This is an optimization exercise on Yosys and OpenROAD, whose aim is a short achievable clock period and few clock cycles, not a production implementation.
RTL that was checked went through simulation tests only; none was proved equivalent to the original.

==> inputs of trial 25 <==
==> flow/design.v (excerpt) <==
module mips(input  logic        clk, reset,
            output logic [31:0] pc,
            input  logic [31:0] instr,
            output logic        memwrite,
            output logic [31:0] aluout, writedata,
            input  logic [31:0] readdata);
==> flow/config.mk <==
export PLATFORM = sky130hd
export DESIGN_NAME = mips
export DESIGN_NICKNAME = mips
export VERILOG_FILES = /design/flow/design.v
export SDC_FILE = /design/flow/constraint.sdc
export NUM_CORES = 4
export LEC_CHECK = 0
export CAP_MARGIN = 20
export CORE_MARGIN = 2
export CORE_UTILIZATION = 40
export SETUP_SLACK_MARGIN = 5
export SLEW_MARGIN = 20
==> flow/constraint.sdc <==
create_clock -name core_clock -period 9.0 [get_ports {clk}]
set_input_delay 1.8000 -clock core_clock [delete_from_list [all_inputs] [get_ports {clk}]]
set_output_delay 1.8000 -clock core_clock [all_outputs]
set_load 0.01 [all_outputs]
standard.sh (not shown) runs the stock make flow with config.mk's settings and CLKGATE_MAP_FILE= SYNTH_SCRIPT=/design/flow/synth_recipe.tcl, a recipe that flattens the netlist after the stock synthesis.
==> flow/flow/run.sh <==
#!/bin/bash
set -euo pipefail
bash standard.sh finish SETUP_SLACK_MARGIN=6.6 > make_finish.log 2>&1
==> build 64 (differences from trial 25) <==
--- a/flow/design.v
+++ b/flow/design.v
@@ -20,15 +20,14 @@
   logic [31:0] irD, pc4D;
   logic        validE;
   logic        regwE, memwE, loadE, brEqE, brGtE, jrE, predE;
   logic        selAdd, selAnd, selOr, selXor, selSlt, selSrl, subE;
   logic [1:0]  ldtE;
   logic [4:0]  destE, shamtE;
   logic [31:0] opAE, opBE, sdE, altE;
-  logic        fwdAE, fwdBE, fwdSE;
   logic        regwM, memwM;
   logic [1:0]  ldtM;      
   logic [4:0]  destM;
   logic [31:0] aluM, sdM;
   logic [31:0] rf [1:31];
   logic [31:0] resultM;
   always_comb
@@ -39,31 +38,35 @@
       default: resultM = aluM;
     endcase
   always_ff @(posedge clk)
     if (regwM) rf[destM] <= resultM;
   assign aluout    = aluM;
   assign writedata = sdM;
   assign memwrite  = memwM;
-  logic [31:0] a, b, sd, binv, sum, alures;
+  logic [31:0] a, b, sd, sum, alures;
   logic        taken, redirE;
   logic [31:0] tgtE;
-  assign a  = fwdAE ? aluM : opAE;
-  assign b  = fwdBE ? aluM : opBE;
-  assign sd = fwdSE ? aluM : sdE;
-  assign binv = subE ? ~b : b;
-  assign sum  = a + binv + {31'b0, subE};
+  assign a  = opAE;
+  assign b  = opBE;
+  assign sd = sdE;
+  ksadd #(32) u_alu_add(.a(a), .b(b), .cin(subE), .s(sum));
   assign alures = ({32{selAdd}} & sum)
                 | ({32{selAnd}} & (a & b))
                 | ({32{selOr}}  & (a | b))
                 | ({32{selXor}} & (a ^ b))
                 | ({32{selSlt}} & {31'b0, sum[31]})
                 | ({32{selSrl}} & (b >> shamtE));
-  assign taken  = (brEqE & (a == b)) | (brGtE & (a > b));
+  logic [31:0] jrsum;
+  logic        a_gt_b, a_gt_b_n;
+  ksadd #(32) u_jr_add(.a(a), .b(b), .cin(1'b0), .s(jrsum));
+  kscarry #(32) u_gt(.a(b), .b(~a), .cin(1'b1), .cout(a_gt_b_n));
+  assign a_gt_b = ~a_gt_b_n;
+  assign taken  = (brEqE & (a == b)) | (brGtE & a_gt_b);
   assign redirE = validE & (jrE | ((brEqE | brGtE) & (taken != predE)));
-  assign tgtE   = jrE ? (a + b) : altE;
+  assign tgtE   = jrE ? jrsum : altE;
   logic [5:0]  opD, fnD;
   logic [4:0]  rsD, rtD, rdD, destD;
   logic [31:0] seD, zeD, rsv, rtv;
   logic        isR, isJR, isLoad, isSW, isBEQ, isBGTZ, isADDI, isANDI, isXORI;
   logic        useRt, regwD, stall;
   assign opD = irD[31:26];
   assign fnD = irD[5:0];
@@ -78,35 +81,52 @@
   assign isSW   = (opD == OP_SW);
   assign isBEQ  = (opD == OP_BEQ);
   assign isBGTZ = (opD == OP_BGTZ);
   assign isADDI = (opD == OP_ADDI);
   assign isANDI = (opD == OP_ANDI);
   assign isXORI = (opD == OP_XORI);
   assign useRt = isR | isBEQ | isBGTZ | isSW;
+  logic invD;
+  assign invD = isR & ((fnD == 6'b100010) | (fnD == 6'b101010));
   assign destD = isR ? rdD : rtD;
   assign regwD = ((isR & ~isJR) | isLoad | isADDI | isANDI | isXORI) & (destD != 5'd0);
   assign rsv = (rsD == 5'd0) ? 32'b0 : (regwM & (destM == rsD)) ? resultM : rf[rsD];
   assign rtv = (rtD == 5'd0) ? 32'b0 : (regwM & (destM == rtD)) ? resultM : rf[rtD];
   logic hitA, hitB;
-  assign hitA = validE & regwE & (destE == rsD);
-  assign hitB = validE & regwE & (destE == rtD);
-  assign stall = validD & validE & loadE & ((hitA & (opD != OP_J)) | (useRt & hitB));
+  logic matchA, matchB;
+  assign matchA = validE & regwE & (destE == rsD);
+  assign matchB = validE & regwE & (destE == rtD);
+  assign hitA   = matchA & ~loadE;
+  assign hitB   = matchB & ~loadE;
+  assign stall = validD & loadE & ((matchA & (opD != OP_J)) | (useRt & matchB));
   logic [31:0] brtgtD;
-  assign brtgtD = pc4D + {seD[29:0], 2'b00};
-  logic [31:0] pc4F, jtgtF, btgtF, seF;
+  ksadd #(30) u_brtgt(.a(pc4D[31:2]), .b(seD[29:0]), .cin(1'b0), .s(brtgtD[31:2]));
+  assign brtgtD[1:0] = pc4D[1:0];
+  logic [31:0] pc4F, jtgtF, btgtF;
   logic [5:0]  opF;
   logic        isJF, predF;
   assign opF   = instr[31:26];
-  assign pc4F  = pcF + 32'd4;
-  assign seF   = {{16{instr[15]}}, instr[15:0]};
+  logic [29:0] pcinc;
+  ksinc #(30) u_pcinc(.a(pcF[31:2]), .s(pcinc));
+  assign pc4F = {pcinc, pcF[1:0]};
   assign isJF  = (opF == OP_J);
-  assign predF = ((opF == OP_BEQ)  & ((instr[25:21] == instr[20:16]) | instr[15])) |
-                 ((opF == OP_BGTZ) & ((instr[20:16] == 5'd0) | instr[15]));
+  logic shortF;
+  assign shortF = (instr[15:7] == 9'h000) | (instr[15:7] == 9'h1FF);
+  assign predF = shortF &
+                 (((opF == OP_BEQ)  & ((instr[25:21] == instr[20:16]) | instr[15])) |
+                  ((opF == OP_BGTZ) & ((instr[20:16] == 5'd0) | instr[15])));
   assign jtgtF = {pc4F[31:28], instr[25:0], 2'b00};
-  assign btgtF = pc4F + {seF[29:0], 2'b00};
+  logic [7:0]  btlo;
+  logic        btc;
+  logic [21:0] bhi, bhim, bhip;
+  ksadd_co #(8) u_btlo(.a(pcF[9:2]), .b(instr[7:0]), .cin(1'b1), .s(btlo), .cout(btc));
+  ksinc #(22) u_bhip(.a(pcF[31:10]), .s(bhip));
+  ksdec #(22) u_bhim(.a(pcF[31:10]), .s(bhim));
+  assign bhi = (btc == instr[7]) ? pcF[31:10] : (btc ? bhip : bhim);
+  assign btgtF = {bhi, btlo, pcF[1:0]};
   assign pc = pcF;
   always_ff @(posedge clk, posedge reset)
     if (reset)       pcF <= 32'b0;
     else if (redirE) pcF <= tgtE;
     else if (stall)  pcF <= pcF;
     else if (isJF)   pcF <= jtgtF;
     else if (predF)  pcF <= btgtF;
@@ -133,27 +153,25 @@
     brEqE  <= isBEQ;
     brGtE  <= isBGTZ;
     jrE    <= isJR;
     predE  <= predD;
     ldtE   <= (opD == OP_LW) ? 2'd1 : (opD == OP_LH) ? 2'd2 : (opD == OP_LHU) ? 2'd3 : 2'd0;
     destE  <= destD;
     shamtE <= irD[10:6];
-    subE   <= isBEQ | (isR & ((fnD == 6'b100010) | (fnD == 6'b101010)));
+    subE   <= invD;
     selAdd <= isLoad | isSW | isADDI | (isR & ((fnD == 6'b100000) | (fnD == 6'b100010)));
     selAnd <= isANDI | (isR & (fnD == 6'b100100));
     selOr  <= isR & (fnD == 6'b100101);
     selXor <= isXORI;
     selSlt <= isR & (fnD == 6'b101010);
     selSrl <= isR & (fnD == 6'b000010);
-    opAE   <= rsv;
-    opBE   <= (isLoad | isSW | isADDI) ? seD : (isANDI | isXORI) ? zeD : rtv;
-    sdE    <= rtv;
-    fwdAE  <= hitA;
-    fwdBE  <= hitB & (isR | isBEQ | isBGTZ);
-    fwdSE  <= hitB;
+    opAE   <= hitA ? alures : rsv;
+    opBE   <= (isLoad | isSW | isADDI) ? seD : (isANDI | isXORI) ? zeD :
+              {32{invD}} ^ (hitB ? alures : rtv);
+    sdE    <= hitB ? alures : rtv;
     altE   <= predD ? pc4D : brtgtD;
   end
   always_ff @(posedge clk, posedge reset)
     if (reset) begin
       regwM <= 1'b0;
       memwM <= 1'b0;
     end else begin
@@ -163,7 +181,84 @@
   always_ff @(posedge clk) begin
     ldtM  <= ldtE;
     destM <= destE;
     aluM  <= alures;
     sdM   <= sd;
   end
 endmodule
+module ksadd #(parameter W = 32)
+              (input  logic [W-1:0] a, b,
+               input  logic         cin,
+               output logic [W-1:0] s);
+  logic [W-1:0] c;
+  logic         co;
+  kscarries #(W) u(.a(a), .b(b), .cin(cin), .c(c), .cout(co));
+  assign s = a ^ b ^ c;
+endmodule
+module ksadd_co #(parameter W = 32)
+                 (input  logic [W-1:0] a, b,
+                  input  logic         cin,
+                  output logic [W-1:0] s,
+                  output logic         cout);
+  logic [W-1:0] c;
+  kscarries #(W) u(.a(a), .b(b), .cin(cin), .c(c), .cout(cout));
+  assign s = a ^ b ^ c;
+endmodule
+module kscarry #(parameter W = 32)
+                (input  logic [W-1:0] a, b,
+                 input  logic         cin,
+                 output logic         cout);
+  logic [W-1:0] c;
+  kscarries #(W) u(.a(a), .b(b), .cin(cin), .c(c), .cout(cout));
+endmodule
+module kscarries #(parameter W = 32)
+                  (input  logic [W-1:0] a, b,
+                   input  logic         cin,
+                   output logic [W-1:0] c,
+                   output logic         cout);
+  localparam int L = $clog2(W + 1);
+  logic [W:0] g [0:L];
+  logic [W:0] p [0:L];
+  assign g[0][0] = cin;
+  assign p[0][0] = 1'b0;
+  assign g[0][W:1] = a & b;
+  assign p[0][W:1] = a ^ b;
+  for (genvar k = 0; k < L; k++) begin : lvl
+    for (genvar i = 0; i <= W; i++) begin : bit_
+      if (i >= (1 << k)) begin : m
+        assign g[k+1][i] = g[k][i] | (p[k][i] & g[k][i - (1 << k)]);
+        assign p[k+1][i] = p[k][i] & p[k][i - (1 << k)];
+      end else begin : t
+        assign g[k+1][i] = g[k][i];
+        assign p[k+1][i] = p[k][i];
+      end
+    end
+  end
+  assign c    = g[L][W-1:0];
+  assign cout = g[L][W];
+endmodule
+module ksinc #(parameter W = 30)
+              (input  logic [W-1:0] a,
+               output logic [W-1:0] s);
+  logic [W-1:0] c;
+  for (genvar i = 0; i < W; i++) begin : b_
+    if (i == 0) begin : z
+      assign c[i] = 1'b1;
+    end else begin : n
+      assign c[i] = &a[i-1:0];
+    end
+  end
+  assign s = a ^ c;
+endmodule
+module ksdec #(parameter W = 30)
+              (input  logic [W-1:0] a,
+               output logic [W-1:0] s);
+  logic [W-1:0] c;
+  for (genvar i = 0; i < W; i++) begin : b_
+    if (i == 0) begin : z
+      assign c[i] = 1'b1;
+    end else begin : n
+      assign c[i] = ~|a[i-1:0];
+    end
+  end
+  assign s = a ^ c;
+endmodule
==> flow/flow/run.sh (replaced) <==
#!/bin/bash
# Standard ORFS layout (the standard.sh) with these changes to how it is
# made (constraints unchanged):
#  - ports are buffered with buf_4 instead of the default delay buffer, and
#    the resizer may change a cell's footprint.
set -euo pipefail
bash standard.sh finish SETUP_SLACK_MARGIN=6.6 MATCH_CELL_FOOTPRINT=0 \
  "BUFFER_PORTS_ARGS=-buffer_cell sky130_fd_sc_hd__buf_4" CTS_CLUSTER_SIZE=20 CTS_CLUSTER_DIAMETER=60 > make_finish.log 2>&1
--- a/flow/config.mk
+++ b/flow/config.mk
@@ -6,7 +6,9 @@
 export NUM_CORES = 4
 export LEC_CHECK = 0
 export CAP_MARGIN = 20
 export CORE_MARGIN = 2
 export CORE_UTILIZATION = 40
 export SETUP_SLACK_MARGIN = 5
 export SLEW_MARGIN = 20
+export SYNTH_HIERARCHICAL = 1
+export SYNTH_MINIMUM_KEEP_SIZE = 0
==> trial 39 (differences from trial 25) <==
==> flow/run.sh (new file) <==
#!/bin/bash
# synth_recipe.tcl (not shown) runs the flow's synth.tcl, then flattens the netlist and writes it again
# the make line also repeats each setting of config.mk as NAME=value (left out here)
make -C /OpenROAD-flow-scripts/flow DESIGN_CONFIG=/design/flow/config.mk WORK_HOME=/design/flow/orfs CLKGATE_MAP_FILE= SYNTH_SCRIPT=/design/flow/synth_recipe.tcl finish
removed: flow/flow/run.sh
removed: flow/standard.sh
==> build 70 (differences from trial 25) <==
--- a/flow/design.v
+++ b/flow/design.v
@@ -46,24 +46,29 @@
   logic [31:0] a, b, sd, binv, sum, alures;
   logic        taken, redirE;
   logic [31:0] tgtE;
   assign a  = fwdAE ? aluM : opAE;
   assign b  = fwdBE ? aluM : opBE;
   assign sd = fwdSE ? aluM : sdE;
   assign binv = subE ? ~b : b;
-  assign sum  = a + binv + {31'b0, subE};
+  ksadd #(32) u_alu_add(.a(a), .b(binv), .cin(subE), .s(sum));
   assign alures = ({32{selAdd}} & sum)
                 | ({32{selAnd}} & (a & b))
                 | ({32{selOr}}  & (a | b))
                 | ({32{selXor}} & (a ^ b))
                 | ({32{selSlt}} & {31'b0, sum[31]})
                 | ({32{selSrl}} & (b >> shamtE));
-  assign taken  = (brEqE & (a == b)) | (brGtE & (a > b));
+  logic [31:0] jrsum;
+  logic        a_gt_b, a_gt_b_n;
+  ksadd #(32) u_jr_add(.a(a), .b(b), .cin(1'b0), .s(jrsum));
+  kscarry #(32) u_gt(.a(b), .b(~a), .cin(1'b1), .cout(a_gt_b_n));
+  assign a_gt_b = ~a_gt_b_n;
+  assign taken  = (brEqE & (a == b)) | (brGtE & a_gt_b);
   assign redirE = validE & (jrE | ((brEqE | brGtE) & (taken != predE)));
-  assign tgtE   = jrE ? (a + b) : altE;
+  assign tgtE   = jrE ? jrsum : altE;
   logic [5:0]  opD, fnD;
   logic [4:0]  rsD, rtD, rdD, destD;
   logic [31:0] seD, zeD, rsv, rtv;
   logic        isR, isJR, isLoad, isSW, isBEQ, isBGTZ, isADDI, isANDI, isXORI;
   logic        useRt, regwD, stall;
   assign opD = irD[31:26];
   assign fnD = irD[5:0];
@@ -87,26 +92,36 @@
   assign rsv = (rsD == 5'd0) ? 32'b0 : (regwM & (destM == rsD)) ? resultM : rf[rsD];
   assign rtv = (rtD == 5'd0) ? 32'b0 : (regwM & (destM == rtD)) ? resultM : rf[rtD];
   logic hitA, hitB;
   assign hitA = validE & regwE & (destE == rsD);
   assign hitB = validE & regwE & (destE == rtD);
   assign stall = validD & validE & loadE & ((hitA & (opD != OP_J)) | (useRt & hitB));
   logic [31:0] brtgtD;
-  assign brtgtD = pc4D + {seD[29:0], 2'b00};
+  ksadd #(30) u_brtgt(.a(pc4D[31:2]), .b(seD[29:0]), .cin(1'b0), .s(brtgtD[31:2]));
+  assign brtgtD[1:0] = pc4D[1:0];
   logic [31:0] pc4F, jtgtF, btgtF, seF;
   logic [5:0]  opF;
   logic        isJF, predF;
   assign opF   = instr[31:26];
-  assign pc4F  = pcF + 32'd4;
+  logic [29:0] pcinc;
+  ksinc #(30) u_pcinc(.a(pcF[31:2]), .s(pcinc));
+  assign pc4F = {pcinc, pcF[1:0]};
   assign seF   = {{16{instr[15]}}, instr[15:0]};
   assign isJF  = (opF == OP_J);
   assign predF = ((opF == OP_BEQ)  & ((instr[25:21] == instr[20:16]) | instr[15])) |
                  ((opF == OP_BGTZ) & ((instr[20:16] == 5'd0) | instr[15]));
   assign jtgtF = {pc4F[31:28], instr[25:0], 2'b00};
-  assign btgtF = pc4F + {seF[29:0], 2'b00};
+  logic [15:0] btlo;
+  logic        btc;
+  logic [13:0] bhi, bhim, bhip;
+  ksadd_co #(16) u_btlo(.a(pcF[17:2]), .b(instr[15:0]), .cin(1'b1), .s(btlo), .cout(btc));
+  ksinc #(14) u_bhip(.a(pcF[31:18]), .s(bhip));
+  ksdec #(14) u_bhim(.a(pcF[31:18]), .s(bhim));
+  assign bhi = (btc == instr[15]) ? pcF[31:18] : (btc ? bhip : bhim);
+  assign btgtF = {bhi, btlo, pcF[1:0]};
   assign pc = pcF;
   always_ff @(posedge clk, posedge reset)
     if (reset)       pcF <= 32'b0;
     else if (redirE) pcF <= tgtE;
     else if (stall)  pcF <= pcF;
     else if (isJF)   pcF <= jtgtF;
     else if (predF)  pcF <= btgtF;
@@ -163,7 +178,84 @@
   always_ff @(posedge clk) begin
     ldtM  <= ldtE;
     destM <= destE;
     aluM  <= alures;
     sdM   <= sd;
   end
 endmodule
+module ksadd #(parameter W = 32)
+              (input  logic [W-1:0] a, b,
+               input  logic         cin,
+               output logic [W-1:0] s);
+  logic [W-1:0] c;
+  logic         co;
+  kscarries #(W) u(.a(a), .b(b), .cin(cin), .c(c), .cout(co));
+  assign s = a ^ b ^ c;
+endmodule
+module ksadd_co #(parameter W = 32)
+                 (input  logic [W-1:0] a, b,
+                  input  logic         cin,
+                  output logic [W-1:0] s,
+                  output logic         cout);
+  logic [W-1:0] c;
+  kscarries #(W) u(.a(a), .b(b), .cin(cin), .c(c), .cout(cout));
+  assign s = a ^ b ^ c;
+endmodule
+module kscarry #(parameter W = 32)
+                (input  logic [W-1:0] a, b,
+                 input  logic         cin,
+                 output logic         cout);
+  logic [W-1:0] c;
+  kscarries #(W) u(.a(a), .b(b), .cin(cin), .c(c), .cout(cout));
+endmodule
+module kscarries #(parameter W = 32)
+                  (input  logic [W-1:0] a, b,
+                   input  logic         cin,
+                   output logic [W-1:0] c,
+                   output logic         cout);
+  localparam int L = $clog2(W + 1);
+  logic [W:0] g [0:L];
+  logic [W:0] p [0:L];
+  assign g[0][0] = cin;
+  assign p[0][0] = 1'b0;
+  assign g[0][W:1] = a & b;
+  assign p[0][W:1] = a ^ b;
+  for (genvar k = 0; k < L; k++) begin : lvl
+    for (genvar i = 0; i <= W; i++) begin : bit_
+      if (i >= (1 << k)) begin : m
+        assign g[k+1][i] = g[k][i] | (p[k][i] & g[k][i - (1 << k)]);
+        assign p[k+1][i] = p[k][i] & p[k][i - (1 << k)];
+      end else begin : t
+        assign g[k+1][i] = g[k][i];
+        assign p[k+1][i] = p[k][i];
+      end
+    end
+  end
+  assign c    = g[L][W-1:0];
+  assign cout = g[L][W];
+endmodule
+module ksinc #(parameter W = 30)
+              (input  logic [W-1:0] a,
+               output logic [W-1:0] s);
+  logic [W-1:0] c;
+  for (genvar i = 0; i < W; i++) begin : b_
+    if (i == 0) begin : z
+      assign c[i] = 1'b1;
+    end else begin : n
+      assign c[i] = &a[i-1:0];
+    end
+  end
+  assign s = a ^ c;
+endmodule
+module ksdec #(parameter W = 30)
+              (input  logic [W-1:0] a,
+               output logic [W-1:0] s);
+  logic [W-1:0] c;
+  for (genvar i = 0; i < W; i++) begin : b_
+    if (i == 0) begin : z
+      assign c[i] = 1'b1;
+    end else begin : n
+      assign c[i] = ~|a[i-1:0];
+    end
+  end
+  assign s = a ^ c;
+endmodule
==> summary of the runs <==
In trial 25 the register-to-register slack is higher than in build 70, by 280 ps.
Wire length, highest first: trial 25, build 70, build 64, trial 39.
Critical path depth, lowest first: trial 39, build 64, build 70, trial 25.
Between trial 39 and trial 25, the lower non-clock buffer count is in trial 39 (gap 569).
Testbench counts of trial 25, summed over its fixed seeds: cycles 12,224.
Testbench counts of trial 39, summed over its fixed seeds: cycles 12,224.
Function not checked in build 64 and build 70: the RTL went through the layout flow alone.

-- static timing again, ports no longer ideal --
Ports are ideal in the flow. The routed layouts listed here were re-timed in OpenROAD.
Step 1, drivers: a clkbuf_16 drives clk and a buf_2 each remaining input, both assumed.
Step 2 adds t to the input delays and takes it off the output delays; t is the mean of the earliest and latest rising clock arrival at the registers after step 1. Input paths then give back, and output paths get back, about the clock's delay inside the block.
Slacks: ideal ports / drivers / drivers and shift; pairs: ideal ports / drivers.
run	t, ns	setup WS [ns]	worst data-port slew with drivers (ns)
trial 25	0.877	4.898 / 4.898 / 4.212	0.07
build 64	0.817	5.380 / 5.380 / 4.854	0.08
trial 39	0.868	4.887 / 4.871 / 4.078	0.07
build 70	0.891	4.614 / 4.614 / 3.913	0.06
After both steps setup and hold are still met in every run listed. The setup slack of trial 39, which loses most, moves by -0.016 ns with the drivers and by -0.809 ns with both steps.
